Background: an optimization exercise with open tools, aiming at small area. Do not read the settings as production practice.
Function was checked by simulation only, so behaviour that the tests miss may differ from the original.
The clock port is modelled as an ideal driver; clocking choices that lean on that would not hold on a real chip.
Power figures rest on the tool's default switching activity, not on a simulated workload.

===== flow/config.mk =====
export PLATFORM = sky130hd
export DESIGN_NAME = top
export DESIGN_NICKNAME = top
export VERILOG_FILES = /design/flow/design.v
export SDC_FILE = /design/flow/constraint.sdc
export NUM_CORES = 4
export LEC_CHECK = 0
export CAP_MARGIN = 20
export CORE_MARGIN = 2
export CORE_UTILIZATION = 40
export SLEW_MARGIN = 20

===== flow/constraint.sdc =====
create_clock -name core_clock -period 10.0 [get_ports {sys_clk}]
set_input_delay 2.0000 -clock core_clock [delete_from_list [all_inputs] [get_ports {sys_clk}]]
set_output_delay 2.0000 -clock core_clock [all_outputs]
set_load 0.01 [all_outputs]

===== flow/design.v =====
module uart_rx
(
    input clock,
    input n_reset,
    input rx,
    output reg [2:0] rx_class,
    output wire rx_ready
);
localparam [3:0] S_IDLE = 4'd0, S_R1 = 4'd2, S_START = 4'd4, S_DONE = 4'd6, S_B0 = 4'd8, S_B1 = 4'd12, S_B2 = 4'd13, S_B3 = 4'd15, S_B4 = 4'd11, S_B5 = 4'd10, S_B6 = 4'd14, S_B7 = 4'd9, S_B8 = 4'd1, S_B9 = 4'd5, S_IR = 4'd7, S_SR = 4'd3;
reg rx_sync_1;
reg [3:0] st;
reg [7:0] baud_counter;
wire [7:0] bc_true = baud_counter ^ 8'd170;
wire idle = (st == S_IDLE) || (st == S_IR) || (st == S_R1);
wire tick = (baud_counter == (8'd92 ^ 8'd170));
assign rx_ready = (st == S_IR) || (st == S_SR);
always @(posedge clock or negedge n_reset)
begin
    if (!n_reset)
      begin
        rx_sync_1 <= 1;
        st <= S_IDLE;
      end
    else
      begin
        rx_sync_1 <= rx;
        case (st)
            S_IDLE, S_IR: st <= rx_sync_1 ? S_IDLE : S_START;
            S_R1: st <= rx_sync_1 ? S_IR : S_SR;
            S_SR: st <= S_START;
            S_START: if (tick) st <= rx_sync_1 ? S_IDLE : S_B0;
            S_B0: if (tick) st <= S_B1;
            S_B1: if (tick) st <= S_B2;
            S_B2: if (tick) st <= S_B3;
            S_B3: if (tick) st <= S_B4;
            S_B4: if (tick) st <= S_B5;
            S_B5: if (tick) st <= S_B6;
            S_B6: if (tick) st <= S_B7;
            S_B7: if (tick) st <= S_B8;
            S_B8: if (tick) st <= S_B9;
            S_B9: if (tick) st <= S_DONE;
            S_DONE: st <= S_R1;
            default: st <= S_IDLE;
        endcase
      end
end
always @(posedge clock)
begin
    if (idle)
        baud_counter <= 8'd75 ^ 8'd170;
    else if (tick)
        baud_counter <= 8'd125 ^ 8'd170;
    else
        baud_counter <= {bc_true[6:0], bc_true[7] ^ (bc_true[2] | bc_true[3])} ^ 8'd170;
end
wire b = rx_sync_1;
wire mis = ((st == S_B3 || st == S_B4 || st == S_B5 || st == S_B7) && b) || (st == S_B6 && (b != rx_class[2]));
always @(posedge clock)
begin
    if (tick)
      begin
        if (st == S_B0) rx_class[0] <= b;
        else if (mis) rx_class[0] <= 1'b1;
        if (st == S_B1) rx_class[1] <= b;
        if (st == S_B2) rx_class[2] <= b ^ (rx_class[1] | rx_class[0]);
        else if (mis) rx_class[2] <= 1'b0;
      end
end
endmodule
module uart_tx
(
    input clock,
    input n_reset,
    input send,
    input send_r,
    output reg tx,
    output wire tx_busy
);
localparam [3:0] T_IDLE = 4'd12, T_PEND = 4'd9, T_DONE = 4'd4, T_B0 = 4'd11, T_B1 = 4'd7, T_B2 = 4'd6, T_B3 = 4'd10, T_B4 = 4'd15, T_B5 = 4'd3, T_B6 = 4'd14, T_B7 = 4'd2, T_B8 = 4'd8, T_B9 = 4'd13, T_B10 = 4'd5;
reg [3:0] idx;
reg [7:0] baud_counter;
wire [7:0] bc_true = baud_counter ^ 8'd85;
reg is_r;
wire tick = (baud_counter == (8'd62 ^ 8'd85));
wire free = (idx == T_IDLE) || (idx == T_DONE);
assign tx_busy = !(idx == T_IDLE || idx == T_PEND);
always @(*)
    case (idx)
        T_B1, T_B5, T_B7, T_B9: tx = 1'b0;
        T_B2, T_B4: tx = !is_r;
        T_B3, T_B6: tx = is_r;
        default: tx = 1'b1;
    endcase
always @(posedge clock or negedge n_reset)
begin
    if (!n_reset)
        idx <= T_IDLE;
    else
        case (idx)
            T_IDLE, T_DONE: idx <= send ? T_PEND : T_IDLE;
            T_PEND: idx <= T_B0;
            T_B0: if (tick) idx <= T_B1;
            T_B1: if (tick) idx <= T_B2;
            T_B2: if (tick) idx <= T_B3;
            T_B3: if (tick) idx <= T_B4;
            T_B4: if (tick) idx <= T_B5;
            T_B5: if (tick) idx <= T_B6;
            T_B6: if (tick) idx <= T_B7;
            T_B7: if (tick) idx <= T_B8;
            T_B8: if (tick) idx <= T_B9;
            T_B9: if (tick) idx <= T_B10;
            T_B10: if (tick) idx <= T_DONE;
            default: idx <= T_IDLE;
        endcase
end
always @(posedge clock)
begin
    if (idx == T_PEND || tick)
        baud_counter <= 8'd238 ^ 8'd85;
    else
        baud_counter <= {bc_true[6:0], bc_true[7] ^ (bc_true[0] | bc_true[4])} ^ 8'd85;
end
always @(posedge clock)
begin
    if (free && send)
        is_r <= send_r;
end
endmodule
module out_trigger
(
    input clock,
    input n_reset,
    input new_pattern_in,
    input [1:0] pulse_rate,    
    output wire [5:0] led
);
reg [1:0] phase;
reg [18:0] cnt;
wire [18:0] ct = cnt ^ 19'd349525;
wire pulse = phase[1] && !phase[0];
wire done = (((cnt ^ 19'd349525) ^ 19'd378027) & 19'd524287) == 19'd0;
reg [18:0] seed;
always @(*)
    case (pulse_rate)
        2'b01: seed = 19'd374832;    
        2'b10: seed = 19'd310064;    
        2'b11: seed = 19'd383024;    
        default: seed = 19'd375602;  
    endcase
assign led = {5'b11111, !pulse};
always @(posedge clock or negedge n_reset)
begin
    if (!n_reset)
        phase <= 2'b00;
    else
      begin
        phase[0] <= !phase[1] && (phase[0] || new_pattern_in);
        phase[1] <= phase[0] || (phase[1] && !done);
      end
end
always @(posedge clock)
begin
    if (!pulse)
        cnt <= seed ^ 19'd349525;
    else
        cnt <= {ct[17:0], ct[18] ^ (ct[13] | ct[17])} ^ 19'd349525;
end
endmodule
module top #(parameter  BAUDRATE =  115200,
                        CLOCK_FREQ = 27000000)
(
    input sys_clk,           
    input sys_rst_n,         
    input rx,
    input button,
    output wire tx,
    output wire [5:0] led    
);
wire [2:0] rx_class;
wire rx_ready;
wire tx_busy;
reg button_prev;
reg [1:0] state;
uart_rx rx1 (.clock(sys_clk), .n_reset(sys_rst_n), .rx(rx), .rx_class(rx_class), .rx_ready(rx_ready));
uart_tx tx1 (.clock(sys_clk), .n_reset(sys_rst_n), .send(state[1]), .send_r(state[0]), .tx(tx), .tx_busy(tx_busy));
out_trigger outt1 (.clock(sys_clk), .n_reset(sys_rst_n), .new_pattern_in(state == 2'b11), .pulse_rate(rx_class[1:0]), .led(led));
always @(posedge sys_clk or negedge sys_rst_n)
begin
    if (!sys_rst_n)
      begin
        button_prev <= 0;
        state <= 2'b00;
      end
    else
      begin
        button_prev <= button;
        case (state)
            2'b00:
                if (rx_ready)
                    state <= {1'b0, rx_class != 3'b000};
                else if (button_prev && !button && !tx_busy)
                    state <= 2'b10;
            2'b01:
                state <= {rx_class[2], rx_class[2]};
            default:
                state <= 2'b00;
        endcase
      end
end
endmodule

===== flow/flow/run.sh =====
#!/bin/bash
# ORFS layout with four changes from the standard one:
#  - synthesis is ORFS's own script, run unchanged except that abc maps with an
#    area-oriented script (abc_area_iter.script) in place of ORFS's delay-oriented one;
#    the flip-flops are mapped before abc, so they are the standard synthesis's;
#  - ports are buffered with the smallest buffer (buf_1);
#  - the constant outputs share one tie cell (SKIP_REPAIR_TIE_FANOUT) instead of one each;
#  - the clock is buffered by hand (pre_cts.tcl: a few clkbuf_8, each feeding a group of
#    nearby registers) in place of TritonCTS's H-tree with its dummy loads.
# Each tool's output goes to a log file in this folder (and ORFS's own logs under orfs/logs).
set -euo pipefail
here=$(pwd)

# a copy of ORFS's scripts whose synthesis takes the abc script from ABC_SCRIPT_OVERRIDE
rm -rf "$here/orfs_scripts"
cp -r "$FLOW_HOME/scripts" "$here/orfs_scripts"
python3 - "$here/orfs_scripts/synth_preamble.tcl" <<'PY'
import sys
f = sys.argv[1]
s = open(f).read()
old = "set abc_args [list -script $abc_script"
assert old in s
s = s.replace(old, "if { [info exists ::env(ABC_SCRIPT_OVERRIDE)] } { set abc_script $::env(ABC_SCRIPT_OVERRIDE) }\n" + old, 1)
open(f, "w").write(s)
PY
export ABC_SCRIPT_OVERRIDE="$here/flow/abc_area_iter.script"

# synthesis: the make call of standard.sh, with the scripts copy
sed -e "s#make -C \([^ ]*\) #make -C \1 SCRIPTS_DIR=$here/orfs_scripts #" standard.sh > "$here/synth_only.sh"
grep -q "SCRIPTS_DIR=$here/orfs_scripts" "$here/synth_only.sh"
bash "$here/synth_only.sh" synth > "$here/synth.log" 2>&1
unset ABC_SCRIPT_OVERRIDE

# the rest of the layout with the standard scripts
export SKIP_REPAIR_TIE_FANOUT=1
export BUFFER_PORTS_ARGS="-buffer_cell sky130_fd_sc_hd__buf_1"
export MANUAL_CLK_BUF=sky130_fd_sc_hd__clkbuf_8
export MANUAL_CLK_N=3
export PRE_CTS_TCL="$here/flow/pre_cts.tcl"
bash standard.sh > "$here/standard.log" 2>&1

===== flow/flow/abc_area_iter.script =====
&get -n
&st
&syn3
&dc2
&dch -f
&nf -R 1000 -p
&st
&syn3
&dc2
&dch -f
&nf -R 1000 -p
&st
&syn3
&dc2
&dch -f
&nf -R 1000 -p
&st
&dch -f
&nf -R 1000 -p
&put
topo
dnsize -c

===== flow/flow/pre_cts.tcl =====
# clock buffers between the clock port and the register clock pins: the registers are split
# into MANUAL_CLK_N groups by position, each group fed by one buffer at its centre
set block [ord::get_db_block]
set clk_net [$block findNet sys_clk]
set dbu [[ord::get_db_tech] getDbUnitsPerMicron]
set sinks {}
foreach it [$clk_net getITerms] {
  set bb [[$it getInst] getBBox]
  lappend sinks [list [expr {([$bb xMin] + [$bb xMax]) / 2.0 / $dbu}] [expr {([$bb yMin] + [$bb yMax]) / 2.0 / $dbu}] [$it getInst]]
}
set ngroups $::env(MANUAL_CLK_N)
# split along the wider side
set xs [lmap s $sinks {lindex $s 0}]
set ys [lmap s $sinks {lindex $s 1}]
set xr [expr {[tcl::mathfunc::max {*}$xs] - [tcl::mathfunc::min {*}$xs]}]
set yr [expr {[tcl::mathfunc::max {*}$ys] - [tcl::mathfunc::min {*}$ys]}]
set key [expr {$xr >= $yr ? 0 : 1}]
set sinks [lsort -real -index $key $sinks]
set n [llength $sinks]
for {set g 0} {$g < $ngroups} {incr g} {
  set lo [expr {$g * $n / $ngroups}]
  set hi [expr {($g + 1) * $n / $ngroups - 1}]
  set grp [lrange $sinks $lo $hi]
  set sx 0; set sy 0; set pins {}
  foreach s $grp {
    set sx [expr {$sx + [lindex $s 0]}]
    set sy [expr {$sy + [lindex $s 1]}]
    lappend pins [get_pins [[lindex $s 2] getName]/CLK]
  }
  set x [expr {$sx / [llength $grp]}]
  set y [expr {$sy / [llength $grp]}]
  puts "clock buffer $g for [llength $grp] registers at $x $y"
  insert_buffer -buffer_cell $::env(MANUAL_CLK_BUF) -net sys_clk -load_pins $pins -location [list $x $y] -buffer_name clkbuf_$g -net_name clknet_$g
}
global_connect
detailed_placement

===== flow/standard.sh =====
#!/bin/bash
# synth_recipe.tcl (not shown) runs the flow's synth.tcl, then flattens the netlist and writes it again
# the make line also repeats each setting of config.mk as NAME=value (left out here)
make -C /OpenROAD-flow-scripts/flow DESIGN_CONFIG=/design/flow/config.mk WORK_HOME=/design/flow/orfs CLKGATE_MAP_FILE= SYNTH_SCRIPT=/design/flow/synth_recipe.tcl "${@:-finish}"

==> impl_results.md <==
- Critical Path AT: 1.84 ns
- WS Path Type: reg2out
- Overall power: 0.4209 mW
- Worst Min Path Start: tx1.baud_counter[2]
- Fin. Hold Viols: 0
- Clock power share: 0.188
- # Max-Cap Violations: 0
- N_diodes: 0
- Layout area overhead: 5.455%
- TNS Setup: 0 ns
- Switch Pwr: 0.1107 mW
- CP Capture Type: output port
- Endpoints failing setup: 0
- Hold Path Class: reg2reg
- Layout Nets: 209
- FF-to-FF Start: outt1.phase[0]
- Minimum clock period after layout: 3.845 ns
- Grt total ovfl: 0
- Die height: 73.41 microns
- Number of I/O port buffers: 5
- Total GRT Usage: 0.1290
- Largest net degree at the start of global routing: 19
- Crit-path cells: nor2b_1 -> clkinv_1 -> buf_1
- Pleak: 0.7903 nW
- Worst ir drop on vdd: 0.0001130 V
- Status: timing/DRC/antenna clean
- Slowest CP cell: nor2b_1
- Gate power share: 0.136
- Initial Util: 0.4107
- Slew @ Worst Pin: 0.7550 ns
- Worst hold stages: 1
- Clock Pin Slew Worst Setup and Hold Paths: 0.11 ns
- Core ar.: 0.004692 sq mm
- Hold-fix buffers, CTS: 0
- Fmax: 0.2601 GHz
- RR Endpoint: outt1.cnt[13]
- Sequential Power Share: 0.676
- Post-detail-place hpwl: 2268 microns
- Reg-to-reg setup timing slack: 8.02 ns
- Mapped Nets: 202
- Syn Std Cell Area: 0.001927 sq mm
- First-pass GRT wire length: 5733 microns
- Distinct cell type count after synthesis: 36
- Tcrit/Tclk final: 0.3845
- Clock Skews: 0.007954 ns
- Crit path max fanout: 13
- Resized cells post-CTS: 0
- WL final: 3173 microns
- Crit path required time: 8.00 ns
- Sw frac: 0.2630
- Ys Warns: 4
- Post-Syn Instances: 198
- DRC: 0
- Initial antenna violation count: 0
- Slew HR: 0.4967
- Sequential area share after synthesis: 0.6097
- Number of global-route vias before repair: 1299
- Top-level I/O count: 11
- Nature of the critical path startpoint: register
- RSZ-0062 raised after global routing: no
- Commonest non-fill, non-tap cells in the layout: dfxtp_1, nor2_1, nand2_1, nand3_1, dfrtp_1
- CP Launch Point: outt1.phase[0]
- Cell Pwr Density: 207.2 mW/mm^2
- Die Wd: 73.41 microns
- Final ANT Viol Nets: 0
- Most common cell after layout, fill and taps aside: dfxtp_1
- Hold EP: tx1.baud_counter[3]
- Vias post-DR: 1374
- Via density: 5.346
- Starting DRC count in detailed routing: 82
- Gpl congestion: 0.7606
- Synth Register Bits: 53
- Fin area: 0.002032 sq mm
- Cell area after placement: 0.001991 sq mm
- DRT Pass-1 Iters: 4
- Die area: 0.005388 sq mm
- Routed length per instance: 12.35 microns
- Layout cell share with drive strength beyond 1: 0.03941
- Pint: 0.3102 mW
- Fin. max-slew vios: 0
- Crit path largest cell delay: 0.58 ns
- Avg Cell Area, Syn: 9.732 sq um
- Worst R2R Path Depth: 4
- Setup Fix Bufs, Post-CTS: 0
- Row count: 25
- Skew-Pair Late Insertion Delay: 0.16 ns
[layer usage]
layer | share of wire | global-route usage | up-vias
li1 | - | - | 708
met1 | 0.52 | 0.1904 | 646
met2 | 0.43 | 0.2092 | 15
met3 | 0.031 | 0.01235 | 5
met4 | 0.017 | 0.02222 | 0
met5 | 0 | 0 | -
[critical path, delay by kind of cell, from the launching register on]
kind                   cells  cell delay [ns]
flip-flops                 1             0.40
buffers and inverters      2             0.70
AND/OR/NAND/NOR            1             0.58
[cell usage after synthesis]
cell type | number | area [sq um]
o21a_1 | 1 | 7.510
nand2b_1 | 4 | 25.02
dfstp_2 | 3 | 78.83
a311oi_1 | 2 | 17.52
o41ai_1 | 1 | 8.760
clkinv_1 | 4 | 15.01
nor2b_1 | 3 | 18.77
and3_1 | 2 | 12.51
nand3b_1 | 1 | 7.510
o311ai_0 | 1 | 8.760
nand4_1 | 2 | 12.51
xnor2_1 | 1 | 8.760
nor2_1 | 29 | 108.9
conb_1 | 1 | 3.750
a21boi_0 | 1 | 7.510
o221ai_1 | 1 | 8.760
o21ai_0 | 10 | 50.05
a31oi_1 | 2 | 12.51
nand2_1 | 28 | 105.1
a22o_1 | 1 | 8.760
a22oi_1 | 1 | 7.510
nor4b_1 | 1 | 8.760
nand3_1 | 11 | 55.05
dfrtp_1 | 11 | 275.3
a21oi_1 | 8 | 40.04
nor3_1 | 10 | 50.05
o211ai_1 | 2 | 15.01
and2_0 | 2 | 12.51
o31ai_1 | 1 | 7.510
buf_4 | 5 | 37.54
nor4_1 | 3 | 18.77
a21o_1 | 1 | 7.510
dfxtp_1 | 35 | 700.7
nand4b_1 | 3 | 26.28
xor2_1 | 2 | 17.52
edfxtp_1 | 4 | 120.1
[registers in the layout, summed over array words and instances (netlist names)]
register	count
button_prev	1
outt1.cnt	19
outt1.phase	2
rx1.baud_counter	8
rx1.rx_class	3
rx1.rx_sync_1	1
rx1.st	4
state	2
tx1.baud_counter	8
tx1.idx	4
tx1.is_r	1
[power groups by stage]
stage	clock network (mW)	registers (mW)	logic, mW
after floorplan	0	0.281	0.0497
after global placement	0	0.289	0.0569
after detailed placement	0	0.288	0.0581
after CTS	0.0595	0.289	0.0580
after global routing	0.0902	0.291	0.0710
final	0.0792	0.285	0.0571
[through the flow]
stage,cells,hold WS [ns],utilization,worst slack [ns]
finish,257,0.3907,0.4331,6.155
global route,257,0.4156,0.4331,5.909
CTS,257,0.3612,0.4331,6.347
detailed placement,254,0.3606,0.4243,6.348
global placement,254,0.3594,0.4243,6.345
floorplan,198,0.3527,-,6.759
[layout make-up, without the clock buffers]
| cell class | count | area, sq um |
|---|---|---|
| Inverter | 4 | 15.01 |
| Tap cell | 54 | 67.56 |
| Sequential cell | 53 | 1175 |
| Fill cell | 464 | 2660 |
| Timing Repair Buffer | 7 | 33.78 |
| Multi-Input combinational cell | 136 | 699.4 |
[how the worst max path moves through the flow]
| stage | endpoint | slack, ns | cells past startpoint |
|---|---|---|---|
| 2_1_floorplan | led[0] | 6.76 | 2 |
| 3_3_place_gp | led[0] | 6.34 | 3 |
| 3_5_place_dp | led[0] | 6.35 | 3 |
| 4_1_cts | led[0] | 6.35 | 3 |
| 5_1_grt | led[0] | 5.91 | 3 |
| 6_report | led[0] | 6.16 | 3 |
[kinds of logic after synthesis]
| group | after synthesis | share of synthesized area |
|---|---|---|
| AOI/OAI and AO/OA | 33 | 0.1078 |
| DFF | 53 | 0.6097 |
| xor gates and xnor gates | 3 | 0.01364 |
| buffers and inverters | 9 | 0.02727 |
| and+or+nand+nor | 99 | 0.2396 |
| other | 1 | 0.001946 |

==> what the ideal ports hide <==
No port has a modelled driver above. Below, the same layout with a new extraction and two added sets of constraints.
Step 1 sets driving cells, clkbuf_16 on the clock port and buf_2 on the other inputs (assumed; they add their load-dependent delay and slew).
Step 2 adds t to the input delays and takes it off the output delays; t is the mean of the earliest and latest rising clock arrival at the registers after step 1. Input paths then give back, and output paths get back, about the clock's delay inside the block.
Three values: no drivers, after step 1, after step 2; two values: the first two.
shift t [ns]: 0.203
setup slack, ns: 6.155 / 6.109 / 6.312
latest minus earliest clock arrival (ns): 0.009 / 0.009
worst slew at a driven data input, ns: 0.03
After both steps this run still meets setup and hold. For this run, drivers alone change the setup slack by -0.046 ns; drivers and shift together by +0.157 ns.
